This design comes from an exercise in tuning for small area, a short achievable clock period and few clock cycles per item on the open sky130 flow, not from production work.
No functional check of the RTL was part of any run shown here.
Power and IR drop assume default switching activity.

## flow/config.mk

```make
export PLATFORM = sky130hd
export DESIGN_NAME = float_add_module
export DESIGN_NICKNAME = float_add_module
export VERILOG_FILES = /design/flow/design.v
export SDC_FILE = /design/flow/constraint.sdc
export NUM_CORES = 4
export LEC_CHECK = 0
export ABC_AREA = 1
export CAP_MARGIN = 20
export CORE_MARGIN = 2
export CORE_UTILIZATION = 65
export SLEW_MARGIN = 20
```

## flow/design.v

```verilog
module fa_padd #(parameter W = 8)
  (input [W-1:0] x, input [W-1:0] y, input ci, output [W-1:0] s, output co);
   localparam L = $clog2(W);
   wire [W-1:0] p0 = x ^ y;
   reg  [W-1:0] g, p;
   integer      l, i;
   always @* begin
      g = x & y;
      p = p0;
      g[0] = g[0] | (p[0] & ci);
      for (l = 0; l < L; l = l + 1)
        for (i = 0; i < W; i = i + 1)
          if (i[l]) begin
             g[i] = g[i] | (p[i] & g[((i >> l) << l) - 1]);
             p[i] = p[i] & p[((i >> l) << l) - 1];
          end
   end
   assign s  = p0 ^ {g[W-2:0], ci};
   assign co = g[W-1];
endmodule
module float_add_module
  (
   input         clk,
   input         rstn,
   input  [31:0] a,
   input  [31:0] b,
   output [31:0] result,
   input         start_sig,
   output [3:0]  done_sig
   );
   wire        sa = a[31];
   wire        sb = b[31];
   wire [7:0]  ea = a[30:23];
   wire [7:0]  eb = b[30:23];
   wire [22:0] fa = a[22:0];
   wire [22:0] fb = b[22:0];
   wire [7:0]  dab, dba;
   wire        cab, cba;
   fa_padd #(8) u_dab (.x(ea), .y(~eb), .ci(1'b1), .s(dab), .co(cab));
   fa_padd #(8) u_dba (.x(eb), .y(~ea), .ci(1'b1), .s(dba), .co(cba));
   wire        swe  = ~cab;                 
   wire        eeq  = cab & cba;            
   wire [7:0]  d    = swe ? dba : dab;
   wire [22:0] fdum;
   wire        cf;
   fa_padd #(23) u_fc (.x(fa), .y(~fb), .ci(1'b1), .s(fdum), .co(cf));
   wire        swap = swe | (eeq & ~cf);
   wire        sx = swap ? sb : sa;
   wire        sy = swap ? sa : sb;
   wire [22:0] fx = swap ? fb : fa;
   wire [22:0] fy = swap ? fa : fb;
   wire [7:0]  ex = swe ? eb : ea;
   wire [23:0] sigy = {1'b1, fy};
   wire        dbig = |d[7:5];
   wire [25:0] s0 = {sigy, 2'b00};
   wire [25:0] s1 = d[0] ? {1'b0,  s0[25:1]}  : s0;
   wire [25:0] s2 = d[1] ? {2'b0,  s1[25:2]}  : s1;
   wire [25:0] s3 = d[2] ? {4'b0,  s2[25:4]}  : s2;
   wire [25:0] s4 = d[3] ? {8'b0,  s3[25:8]}  : s3;
   wire [25:0] s5 = d[4] ? {16'b0, s4[25:16]} : s4;
   wire [25:0] yw = dbig ? 26'd0 : s5;
   reg         sticky;
   integer     j;
   always @* begin
      sticky = 1'b0;
      for (j = 0; j < 24; j = j + 1)
        if (sigy[j] && ({1'b0, d} >= j + 3) && ({1'b0, d} <= j + 23))
          sticky = 1'b1;
   end
   wire        quirk = sy & (d >= 8'd47);
   wire        op = sx ^ sy;
   wire [26:0] xw = {2'b01, fx, 2'b00};
   wire [26:0] xa = quirk ? 27'd0 : xw;
   wire [26:0] yv = ({1'b0, yw} ^ {27{op & ~quirk}}) | ({27{quirk}} & ~xw);
   wire [26:0] m;
   wire        mco;
   fa_padd #(27) u_add (.x(xa), .y(yv), .ci((op & ~sticky) | quirk), .s(m), .co(mco));
   reg  [26:0] rm;
   reg  [7:0]  rex;
   reg         rs;
   reg         busy;
   always @(posedge clk) begin
      rm  <= m;
      rex <= ex;
      rs  <= sx ^ quirk;
   end
   always @(posedge clk)
     if (!rstn)
       busy <= 1'b0;
     else
       busy <= start_sig & ~busy;
   wire [31:0] mz  = {rm, 5'b11111};
   wire        z16 = ~|mz[31:16];
   wire [15:0] q16 = z16 ? mz[15:0] : mz[31:16];
   wire        z8  = ~|q16[15:8];
   wire [7:0]  q8  = z8 ? q16[7:0] : q16[15:8];
   wire        z4  = ~|q8[7:4];
   wire [3:0]  q4  = z4 ? q8[3:0] : q8[7:4];
   wire        z2  = ~|q4[3:2];
   wire [1:0]  q2  = z2 ? q4[1:0] : q4[3:2];
   wire        z1  = ~q2[1];
   wire [4:0]  lz  = {z16, z8, z4, z2, z1};
   wire [26:0] n4 = z16 ? {rm[10:0], 16'd0} : rm;
   wire [26:0] n3 = z8  ? {n4[18:0], 8'd0} : n4;
   wire [26:0] n2 = z4  ? {n3[22:0], 4'd0} : n3;
   wire [26:0] n1 = z2  ? {n2[24:0], 2'd0} : n2;
   wire [26:0] n0 = z1  ? {n1[25:0], 1'b0} : n1;
   wire [8:0]  eq1   = {1'b0, rex} + 9'd1;
   wire        mzero = ~|rm[26:2];          
   wire [9:0]  en;
   wire        enc;
   fa_padd #(10) u_en (.x({1'b0, eq1}), .y(~{5'd0, lz}), .ci(1'b1), .s(en), .co(enc));  
   wire [22:0] frac;
   wire        fco;
   fa_padd #(23) u_rnd (.x(n0[25:3]), .y(23'd0), .ci(n0[2]), .s(frac), .co(fco));
   wire over  = ~mzero & (en[9:8] == 2'b01);
   wire under = ~mzero & (en[9:8] == 2'b11);
   wire zero  = mzero;
   assign result   = (over | under | zero) ? 32'h3F800000 : {rs, en[7:0], frac};
   assign done_sig = {over, under, zero, busy};
endmodule
```

## flow/run.sh

```bash
#!/bin/bash
# synth_recipe.tcl (not shown) runs the flow's synth.tcl, then flattens the netlist and writes it again
# the make line also repeats each setting of config.mk as NAME=value (left out here)
make -C /OpenROAD-flow-scripts/flow DESIGN_CONFIG=/design/flow/config.mk WORK_HOME=/design/flow/orfs CLKGATE_MAP_FILE= SYNTH_SCRIPT=/design/flow/synth_recipe.tcl finish
```

## flow/constraint.sdc

```tcl
create_clock -name core_clock -period 10.0 [get_ports {clk}]
set_input_delay 2.0000 -clock core_clock [delete_from_list [all_inputs] [get_ports {clk}]]
set_output_delay 2.0000 -clock core_clock [all_outputs]
set_load 0.01 [all_outputs]
```

==> results.ini, run 1 <==
[routing]
wire_per_inst_um=16.4
drt-total-wl_um=31500
drc_errors=0
routed_via_density=6.00
drt_pass1_iterations=9
met1_length_um=12000
dr.max_layer_used=met4
vias=11500
drtIter0Drc=1531
ant_nets=0
dr_wl_met3_um=3720
met2_length_um=14100

[timing]
slew_headroom_pct=41.3
hold_violations=0
slew_viol_final=0
tightest_slew_ps=880
finalSetupTns_ps=0
rsz0062_at_grt=no
layout_min_cycle_time_ps=9150
fin_worst_skew_ps=0
fin_ws_ps=852
clock.fmax_mhz=109
finalSetupViolCount=0
period_share_pct=91.5

[synthesis]
synth_edf_count=0
yosys_most_used_dff=dfxtp_1
syn_inst=1691
synth_area_mm2=0.00922
synth-async-reset-ratio_pct=0
ys_types=50
yosys_warnings=5
synthTopCellsByArea=nand2_1, nand3_1, ha_1
netlist.area_leader.share_pct=21.3
avgSynthCellArea_um2=5.45
syn_nets=1846
ys_seq_area_share_pct=8.03
yosysTopAreaCell=nand2_1
synth-seq-cells=37

[setup_path]
arrival_ps=9350
reg2reg_slack_ps=9530
crit_family=simple AND/OR/NAND/NOR gates
r2r_cells=1
critPathRequiredTime_ps=10210
cpMaxStageDelayCell=inv_1
worst-path-stages=43
reg2reg_to=busy$_SDFF_PN0_
path_buf_inv=8
crit_fanout=20
crit_top_cell=nand2_1
critical_path_class=in -> reg
r2r_start=busy$_SDFF_PN0_
startpoint_type=input pin
crit_path_max_incr_delay_ps=470
worst_setup_path_end_kind=register

[clock_tree]
cts_setup_buffers=0
htreeDepth=2
clock-sinks=37
root_buffer=clkbuf_16
cts.clk_slew.worst_paths_ps=60
cts_hold_buffers=0
cts-resized-gates=0
cts_tree=yes
clk_latency_ps=290
clock_path_buffers=2
numCtsBuffers=5

[global_routing]
antenna_found_initial=0
grt_first_pass_wirelength_um=49300
grt_pass1_vias=10100
grt_max_degree=48
grt.total_usage_pct=41.1
overflow=0

[min_path]
min_path_cells=1
worstHoldPathType=reg -> reg
hold_path_end=busy$_SDFF_PN0_
hold_path_startpoint=busy$_SDFF_PN0_

[cells_and_area]
stdcell_area_mm2=0.0104
drive_gt1_share_pct=4.82
syn2layout_area_growth_pct=12.3
fin_nets=1895
n_antenna_cell=0

[floorplanning]
die_area_mm2=0.0152
initial_core_util_pct=66.5
die_width_um=123
core_mm2=0.0139
pin_count=103
dieHeight_um=123
rows=43

[placed_design]
gp_congestion=1.17
place_ws_ps=881
portBuffers=102
place_area_mm2=0.0102
post-dp-hpwl_um=25500

[job]
maxCapViolCount=0

[power_and_ir_drop]
p_leak_nw=5.70
ir_drop_mv=0.219
p_per_area_mw_per_mm2=276

[outcome]
status=complete, no violations

-- where the power goes --
group	total, mW	internal (mW)	switching [mW]
clock network	0.185	0.118	0.0668
logic	2.43	0.900	1.53
registers	0.253	0.218	0.0346
-- cell type report --
type,count,area (um2)
inverter,226,851
fill,1262,3530
clock inverter,3,43.8
timing repair buffer,119,1150
clock buffer,5,125
sequential,37,741
multi-input combinational,1351,7220
tap,180,225
-- cells in the final DEF (no fill, tap or decap), types with 2 or more instances in the layout --
cell / Yosys / final
ha_1: 75 / 75
inv_1: 222 / 222
inv_2: 2 / 2
a31oi_1: 4 / 4
nand2_4: 5 / 5
a21o_1: 3 / 3
dfxtp_1: 37 / 37
o21ai_0: 116 / 116
clkdlybuf4s50_1: 0 / 102
nor2_2: 8 / 8
nor3_2: 2 / 2
o21ai_2: 3 / 4
xnor2_1: 15 / 15
buf_4: 5 / 17
fa_1: 13 / 13
nand2_1: 524 / 523
nand2_2: 10 / 11
nand3_2: 4 / 4
nor3_1: 16 / 16
nor2_1: 107 / 107
o21bai_1: 5 / 5
xor2_1: 26 / 26
o31ai_1: 5 / 5
a211oi_1: 2 / 2
nand3_1: 266 / 266
a21oi_4: 2 / 2
clkbuf_16: 0 / 5
o21ai_1: 13 / 12
o211ai_1: 8 / 8
o2111ai_1: 4 / 4
or2_2: 11 / 11
o21a_1: 2 / 2
a21oi_1: 67 / 67
nand4_1: 18 / 18
nor2_4: 7 / 7
-- registers in the layout (all words and copies together), names as in the netlist --
register  flops
rs            1
busy          1
rm           27
rex           8
-- cell families after synthesis --
kind of cell	share of synthesized area (%)
XOR/XNOR	3.89
adder cells (fa/ha/maj)	13.0
AO/OA/AOI/OAI	14.4
AND/OR/NAND/NOR	46.8
flip-flops	8.03
buffers and inverters	13.8
multiplexers	0.109
-- Yosys cell counts, drive strengths merged, types with 3 or more instances --
cell,n
a21o,3
a21oi,69
a31oi,4
buf,41
clkbuf,36
dfxtp,37
fa,13
ha,75
inv,225
nand2,539
nand3,270
nand4,19
nor2,123
nor3,18
o2111ai,4
o211ai,8
o21ai,132
o21bai,5
o31ai,5
or2,11
xnor2,15
xor2,26
-- worst max-delay path by stage --
stage                      from  slack, ps        endpoint
after CTS                 a[23]       1090  rm[25]$_DFF_P_
after detailed placement  a[23]        880  rm[25]$_DFF_P_
final                     a[23]        850  rm[25]$_DFF_P_
after global routing      a[23]        180  rm[25]$_DFF_P_
after global placement    a[23]       1150  rm[25]$_DFF_P_
after floorplan           b[23]       3070  rm[25]$_DFF_P_
-- per-stage QoR --
| step | std cells | util [%] | total power, mW | hold slack (ps) |
|---|---|---|---|---|
| 6_report | 1921 | 74.6 | 2.86 | 409 |
| 5_1_grt | 1921 | 74.6 | 3.12 | 443 |
| 4_1_cts | 1921 | 74.6 | 2.81 | 412 |
| 3_5_place_dp | 1913 | 73.4 | 2.61 | 404 |
| 3_3_place_gp | 1913 | 73.4 | 2.57 | 397 |
| 2_1_floorplan | 1691 | - | 1.93 | 391 |
-- layer usage --
metal,track usage (%),vias up
met4,20.9,0
met3,11.8,141
met2,65.2,719
li1,-,5584
met5,0,-
met1,50.6,5088
==> run 2, diff against run 1 <==
--- a/flow/config.mk
+++ b/flow/config.mk
@@ -9,4 +9,5 @@
 export CAP_MARGIN = 20
 export CORE_MARGIN = 2
-export CORE_UTILIZATION = 65
+export CORE_UTILIZATION = 40
+export SETUP_SLACK_MARGIN = 2
 export SLEW_MARGIN = 20
==> run 2 against run 1 <==
Against the previous run: flip-flop and latch count did not move; final cell count up 7.8%; die area rose by 60%; hold slack gained 4.7 ps; final area increased by 10%; non-clock buffer count is 36 higher; count of clock-buffer cells in the layout unchanged; first-iteration DRC count shrank 34%; clock power about the same; largest power group unchanged.
==> results.ini, run 2 <==
[power_and_ir_drop]
power_frac_clock_pct=6.0  ; -0.5 points
p_leak_nw=6.01  ; +5.5%
p_sw_mw=1.73  ; +6.5%
p_seq_share_pct=8.4  ; -0.4 points
post-layout-total-power_mw=3.07  ; +7.4%
ir_drop_mv=0.199  ; -9.2%
switching_share_pct=56.4  ; -0.48 points
p_int_mw=1.34  ; +8.6%
power_frac_comb_pct=85.6  ; +0.9 points
p_per_area_mw_per_mm2=269  ; -2.6%

[outcome]
status=complete, no violations

[synthesis]
netlist.area_leader.share_pct=21.3  ; unchanged
ys_types=50  ; unchanged
post-synth-top-count-cell=nand2_1
yosys-top-cells-count=nand2_1, nand3_1, inv_1, o21ai_0, nor2_1
yosysTopAreaCell=nand2_1
yosys_most_used_dff=dfxtp_1
synthTopCellsByArea=nand2_1, nand3_1, ha_1
synth_area_mm2=0.00922  ; unchanged
avgSynthCellArea_um2=5.45  ; unchanged
syn_inst=1691  ; unchanged
yosys_warnings=5  ; unchanged
ys_seq_area_share_pct=8.03  ; unchanged
synth-seq-cells=37  ; unchanged
synth-async-reset-ratio_pct=0  ; unchanged
syn_nets=1846  ; unchanged
synth_edf_count=0  ; unchanged

[placed_design]
gp_congestion=1.02  ; -13%
post-dp-hpwl_um=28900  ; +13%
place_area_mm2=0.0104  ; +1.7%
portBuffers=102  ; unchanged
place_ws_ps=1200  ; +323 ps

[setup_path]
startpoint_type=input pin
crit_top_cell=nand2_1
r2r_cells=1  ; unchanged
crit_family=simple AND/OR/NAND/NOR gates
critPathRequiredTime_ps=10220  ; about the same
reg2reg_slack_ps=9530  ; about the same
worst_setup_path_end_kind=register
r2r_start=busy$_SDFF_PN0_
critical_path_class=in -> reg
cpMaxStageDelayCell=clkdlybuf4s50_1
arrival_ps=7860  ; -1490 ps
crit_path_max_incr_delay_ps=440  ; -30 ps
path_buf_inv=8  ; unchanged
crit_fanout=20  ; unchanged
reg2reg_to=busy$_SDFF_PN0_

[global_routing]
overflow=0  ; unchanged
grt_max_degree=48  ; unchanged
met3_usage_pct=1.78  ; -10 points
grt_use_met1_pct=35.1  ; -15 points
grt.total_usage_pct=28.6  ; -13 points
grt_pass1_vias=10400  ; +2.9%
grtUsageMet2_pct=52.4  ; -13 points
grt_first_pass_wirelength_um=55100  ; +12%
busiest_layer=met2
antenna_found_initial=1  ; +1

[floorplanning]
core_mm2=0.0226  ; +63%
die_width_um=156  ; +27%
dieHeight_um=156  ; +27%
pin_count=103  ; unchanged
initial_core_util_pct=40.7  ; -26 points
rows=55  ; +28%
die_area_mm2=0.0243  ; +60%

[clock_tree]
clk_latency_ps=290  ; about the same
clock_path_buffers=2  ; unchanged
cts.clk_slew.worst_paths_ps=60  ; about the same
cts_tree=yes
htreeDepth=2  ; unchanged
numCtsBuffers=5  ; unchanged
root_buffer=clkbuf_16
clock-sinks=37  ; unchanged

[min_path]
min_path_cells=1  ; unchanged
hold_path_end=busy$_SDFF_PN0_
hold_path_startpoint=busy$_SDFF_PN0_
worstHoldPathType=reg -> reg

[timing]
rsz0062_at_grt=yes
hold_violations=0  ; unchanged
slew_headroom_pct=40.2  ; -1.1 points
finalSetupTns_ps=0  ; unchanged
finalSetupViolCount=0  ; unchanged
clock.fmax_mhz=131  ; +20%
tightest_slew_ps=888  ; +8.22 ps
fin_worst_skew_ps=0  ; unchanged
fin_ws_ps=2350  ; +1500 ps
period_share_pct=76.5  ; -15 points
slew_viol_final=0  ; unchanged
layout_min_cycle_time_ps=7650  ; -1500 ps

[cells_and_area]
top_regs=rm (27), rex (8)
regArea_um2=743  ; +0.34%
multi_input_area_mm2=0.00759  ; +5.1%
max_flop_register=rm
largest_reg_flops=27  ; unchanged
final_common_cell=nand2_1
drive_gt1_share_pct=10.9  ; +6.0 points
mostFrequentLayoutCells=nand2_1, nand3_1, inv_1
n_fill_cell=2429  ; +92%
syn2layout_area_growth_pct=23.8
fin_nets=1938  ; +2.3%
stdcell_area_mm2=0.0114  ; +10%

[routing]
drtIter0Drc=1017  ; -34%
drt-total-wl_um=36600  ; +16%
wire_per_inst_um=17.7  ; +7.8%
ant_nets=0  ; unchanged
drt_pass1_iterations=6  ; -3
routed_via_density=5.51  ; -8.2%
vias=11400  ; -1.1%
drc_errors=0  ; unchanged

[job]
maxCapViolCount=0  ; unchanged

## run 2: cells by family after synthesis
kind of cell	count (synthesis)	synth area share (%)
xor+xnor	41	3.89
fa+ha+maj	88	13.0
flops	37	8.03
simple gates	982	46.8
compound gates	239	14.4
mux	1	0.109
buf+inv	303	13.8
## run 2: worst max-delay path by stage
stage	cells past startpoint	start	slack, ps	to
2_1_floorplan	37	b[23]	3070	rm[25]$_DFF_P_
3_3_place_gp	44	a[23]	1190	rm[25]$_DFF_P_
3_5_place_dp	44	a[23]	1200	rm[25]$_DFF_P_
4_1_cts	32	rm[14]$_DFF_P_	2010	result[24]
5_1_grt	45	a[23]	1880	rm[25]$_DFF_P_
6_report	45	a[23]	2350	rm[25]$_DFF_P_
## run 2: area by class of cell
cell class,count,share of cell area [%]
Inverter,226,7.61
Antenna cell,1,0.0219
Timing Repair Buffer,155,14.5
Multi-Input combinational cell,1353,66.4
Sequential cell,37,6.51
Clock inverter,3,0.405
Tap cell,285,3.12
Timing Repair inverter,5,0.285
Clock buffer,5,1.10
## run 2: what timing repair did
action | in CTS | in global routing
hold buffers | 0 | 0
resized for setup | 24 | 112
setup endpoints to repair | 36 | 50
pin swaps | 2 | 14
gates cloned | 3 | 9
setup buffers | 2 | 23
## run 2: per-stage QoR
step	hold WS, ps	std cells	utilization (%)
after global routing	435	2070	50.5
after global placement	397	2024	45.8
final	413	2070	50.5
after floorplan	391	1691	-
after CTS	418	2037	47.0
after detailed placement	406	2024	45.8
## run 2: metal layers
layer	wire length (um)	vias up	part of all wire, %
met5	0	-	0
met4	1340	0	3.6
met3	1990	84	5.5
met2	18100	469	49
met1	15100	5182	41
li1	-	5674	-
## run 2: power groups by stage
stage | combinational [mW] | clock, mW | sequential [mW]
after detailed placement | 2.44 | 0 | 0.259
final | 2.63 | 0.186 | 0.257
after floorplan | 1.68 | 0 | 0.242
after CTS | 2.47 | 0.191 | 0.256
after global routing | 2.92 | 0.197 | 0.262
after global placement | 2.44 | 0 | 0.259
==> run 3, diff against run 2 <==
==> flow/flow/run.sh (new file) <==
#!/bin/bash
# The standard layout, except that the port buffers are plain buffers
# (sky130_fd_sc_hd__buf_2) instead of the delay cells buffer_ports picks by
# default; the sizing steps of the flow then resize them as usual.
set -euo pipefail
cd "$(dirname "$0")/.."
bash standard.sh "BUFFER_PORTS_ARGS=-buffer_cell sky130_fd_sc_hd__buf_2" finish > flow_make.log 2>&1
==> flow/standard.sh (new file) <==
#!/bin/bash
# synth_recipe.tcl (not shown) runs the flow's synth.tcl, then flattens the netlist and writes it again
# the make line also repeats each setting of config.mk as NAME=value (left out here)
make -C /OpenROAD-flow-scripts/flow DESIGN_CONFIG=/design/flow/config.mk WORK_HOME=/design/flow/orfs CLKGATE_MAP_FILE= SYNTH_SCRIPT=/design/flow/synth_recipe.tcl "${@:-finish}"
--- a/flow/config.mk
+++ b/flow/config.mk
@@ -10,4 +10,3 @@
 export CORE_MARGIN = 2
 export CORE_UTILIZATION = 40
-export SETUP_SLACK_MARGIN = 2
 export SLEW_MARGIN = 20
removed: flow/run.sh
==> run 3 against run 2 <==
Against the previous run: global-route usage down 0.90 points; non-clock buffer count fell by 35; fmax shrank 11%; hold slack got worse by 7.8 ps; via count down 3.6%; total power down 11%; flip-flop and latch count did not move; sequential share of layout area increased by 0.89 points; register-to-register slack about the same; setup slack got worse by 930 ps; largest cell class unchanged.
==> results.ini, run 3 <==
[setup_path]
critPathRequiredTime_ps=10180  ; -40 ps
path_buf_inv=6  ; -2
crit_fanout=18  ; -10%
critical_path_class=in -> reg
reg2reg_to=busy$_SDFF_PN0_
crit_family=compound AO/OA/AOI/OAI gates
crit_top_cell=nand2_1
r2r_start=busy$_SDFF_PN0_
arrival_ps=8760  ; +900 ps
startpoint_type=input pin
r2r_cells=1  ; unchanged
cpMaxStageDelayCell=o21ai_2
crit_path_max_incr_delay_ps=600  ; +160 ps
reg2reg_slack_ps=9530  ; about the same
worst_setup_path_end_kind=register
worst-path-stages=43  ; -4.4%

[routing]
drt-total-wl_um=33700  ; -7.8%
vias=11000  ; -3.6%
ant_nets=0  ; unchanged
wire_per_inst_um=16.6  ; -5.8%
routed_via_density=5.43  ; -1.6%
drtIter0Drc=796  ; -22%
drc_errors=0  ; unchanged
drt_pass1_iterations=8  ; +2

[placed_design]
gp_congestion=1.01  ; -0.65%
portBuffers=102  ; unchanged
post-dp-hpwl_um=28100  ; -2.6%
place_inst=2019  ; -0.25%
place_ws_ps=1230  ; +30.4 ps

[timing]
finalSetupViolCount=0  ; unchanged
fin_ws_ps=1420  ; -932 ps
hold_violations=0  ; unchanged
finalSetupTns_ps=0  ; unchanged
clock.fmax_mhz=117  ; -11%
slew_viol_final=0  ; unchanged
timing.hold.ws_ps=406  ; -7.85 ps
rsz0062_at_grt=no
layout_min_cycle_time_ps=8580  ; +932 ps
tightest_slew_ps=1030  ; +139 ps
fin_worst_skew_ps=0  ; unchanged
period_share_pct=85.8  ; +9.3 points
slew_headroom_pct=31.5  ; -8.6 points

[min_path]
worstHoldPathType=reg -> reg
min_path_cells=1  ; unchanged
hold_path_end=busy$_SDFF_PN0_
hold_path_startpoint=busy$_SDFF_PN0_

[power_and_ir_drop]
switching_share_pct=59.6  ; +3.2 points
p_int_mw=1.11  ; -18%
power_frac_comb_pct=83.2  ; -2.4 points
p_sw_mw=1.63  ; -6.1%
ir_drop_mv=0.147  ; -26%
p_per_area_mw_per_mm2=273  ; +1.5%
p_leak_nw=5.72  ; -4.8%
power_frac_clock_pct=7.6  ; +1.6 points
p_seq_share_pct=9.2  ; +0.8 points

[clock_tree]
cts_setup_buffers=0  ; -2
cts_tree=yes
cts_hold_buffers=0  ; unchanged
cts.clk_slew.worst_paths_ps=60  ; about the same
clk_latency_ps=290  ; about the same
clock-sinks=37  ; unchanged
root_buffer=clkbuf_16
cts-resized-gates=0  ; -100%
htreeDepth=2  ; unchanged
numCtsBuffers=5  ; unchanged
clock_path_buffers=2  ; unchanged

[global_routing]
antenna_found_initial=1  ; unchanged
grt_max_degree=52  ; +8.3%
overflow=0  ; unchanged
grt_first_pass_wirelength_um=53600  ; -2.7%
grt_pass1_vias=10200  ; -2.1%
grt.total_usage_pct=27.7  ; -0.90 points

[synthesis]
yosys_most_used_dff=dfxtp_1
post-synth-top-count-cell=nand2_1
ys_seq_area_share_pct=8.03  ; unchanged
synthTopCellsByArea=nand2_1, nand3_1, ha_1
yosys_warnings=5  ; unchanged
netlist.area_leader.share_pct=21.3  ; unchanged
avgSynthCellArea_um2=5.45  ; unchanged
syn_nets=1846  ; unchanged
synth_edf_count=0  ; unchanged
synth_area_mm2=0.00922  ; unchanged
ys_types=50  ; unchanged
yosysTopAreaCell=nand2_1
synth-async-reset-ratio_pct=0  ; unchanged
yosys-top-cells-count=nand2_1, nand3_1, inv_1, o21ai_0, nor2_1
synth-seq-cells=37  ; unchanged
syn_inst=1691  ; unchanged

[floorplanning]
die_width_um=156  ; unchanged
dieHeight_um=156  ; unchanged
core_mm2=0.0226  ; unchanged
initial_core_util_pct=40.7  ; unchanged
die_area_mm2=0.0243  ; unchanged
pin_count=103  ; unchanged
rows=55  ; unchanged

[outcome]
status=complete, no violations

[cells_and_area]
syn2layout_area_growth_pct=8.50
max_flop_register=rm
largest_reg_flops=27  ; unchanged
finalCoreUtilization_pct=44.2  ; -6.2 points
fin_nets=1896  ; -2.2%
n_antenna_cell=0  ; -1
mostFrequentLayoutCells=nand2_1, nand3_1, inv_1
n_fill_cell=2534  ; +4.3%
final_common_cell=nand2_1
top_regs=rm (27), rex (8)
drive_gt1_share_pct=10.7  ; -0.14 points
fin_cells=2027  ; -2.1%

[job]
maxCapViolCount=0  ; unchanged

==> run 3: cell counts after synthesis <==
Identical to the previous run, type by type.
==> run 3: cells by family (layout without fill, tap and decap cells) <==
logic type | Yosys count | count (layout) | synth area share (%)
buf+inv | 303 | 354 | 13.8
simple gates | 982 | 982 | 46.8
fa+ha+maj | 88 | 88 | 13.0
flops | 37 | 37 | 8.03
compound gates | 239 | 239 | 14.4
xor+xnor | 41 | 41 | 3.89
mux | 1 | 1 | 0.109
==> run 3: layout make-up <==
cell class	instances	area (um2)	area share, %
multi-input combinational	1351	7220	72.1
inverter	226	851	8.50
sequential	37	741	7.40
timing repair buffer	120	646	6.45
tap	285	357	3.56
clock buffer	5	125	1.25
clock inverter	3	68.8	0.688
==> run 3: power groups by stage <==
stage / Combinational, mW / Clock [mW] / Sequential, mW
after floorplan: 1.68 / 0 / 0.242
after global placement: 2.25 / 0 / 0.255
after detailed placement: 2.26 / 0 / 0.255
after CTS: 2.27 / 0.212 / 0.252
after global routing: 2.56 / 0.218 / 0.257
final: 2.27 / 0.208 / 0.251
==> run 3: worst max path at each step <==
stage	start	endpoint	slack [ps]
after floorplan	b[23]	rm[25]$_DFF_P_	3070
after global placement	a[23]	rm[25]$_DFF_P_	1240
after detailed placement	a[23]	rm[25]$_DFF_P_	1230
after CTS	a[23]	rm[25]$_DFF_P_	1530
after global routing	a[23]	rm[25]$_DFF_P_	610
final	a[23]	rm[25]$_DFF_P_	1420
==> run 3: per-stage QoR <==
stage	instance area [um2]	total power, mW
2_1_floorplan	9220	1.93
3_3_place_gp	9810	2.50
3_5_place_dp	9810	2.51
4_1_cts	10000	2.73
5_1_grt	10000	3.04
6_report	10000	2.73
==> run 3: per-layer routing <==
| metal | part of all wire [%] | up-vias | GRT usage (%) |
|---|---|---|---|
| met5 | 0 | - | 0 |
| met4 | 2.7 | 0 | 8.52 |
| met3 | 4.6 | 48 | 1.58 |
| met2 | 49 | 350 | 49.6 |
| met1 | 43 | 5025 | 35.6 |
| li1 | - | 5574 | - |

==> separate check: timing with driven ports <==
Ports are ideal in the flow. The routed layouts listed here were re-timed in OpenROAD.
Step 1 assumes that a clkbuf_16 drives the clock port and a buf_2 every other input.
Step 2 moves the port delays by t, midway between the first and last clock arrival at a register: inputs arrive t later, outputs are due t later. That takes back most of the time a late clock gives input paths.
a / b / c = ideal ports / drivers / drivers and shift; a / b = the first two.
| run | t (ns) | slack for setup (ns) | worst register clock-pin slew, ns | worst slew at a driven data input, ns |
|---|---|---|---|---|
| run 1 | 0.326 | 0.852 / 0.872 / 0.547 | 0.06 / 0.06 | 0.10 |
| run 2 | 0.326 | 2.353 / 2.334 / 2.042 | 0.06 / 0.06 | 0.07 |
| run 3 | 0.324 | 1.422 / 1.443 / 1.119 | 0.06 / 0.06 | 0.07 |
After both steps setup and hold are still met in every run listed. For run 2, which loses most, drivers alone change the setup slack by -0.019 ns; drivers and shift together by -0.311 ns.
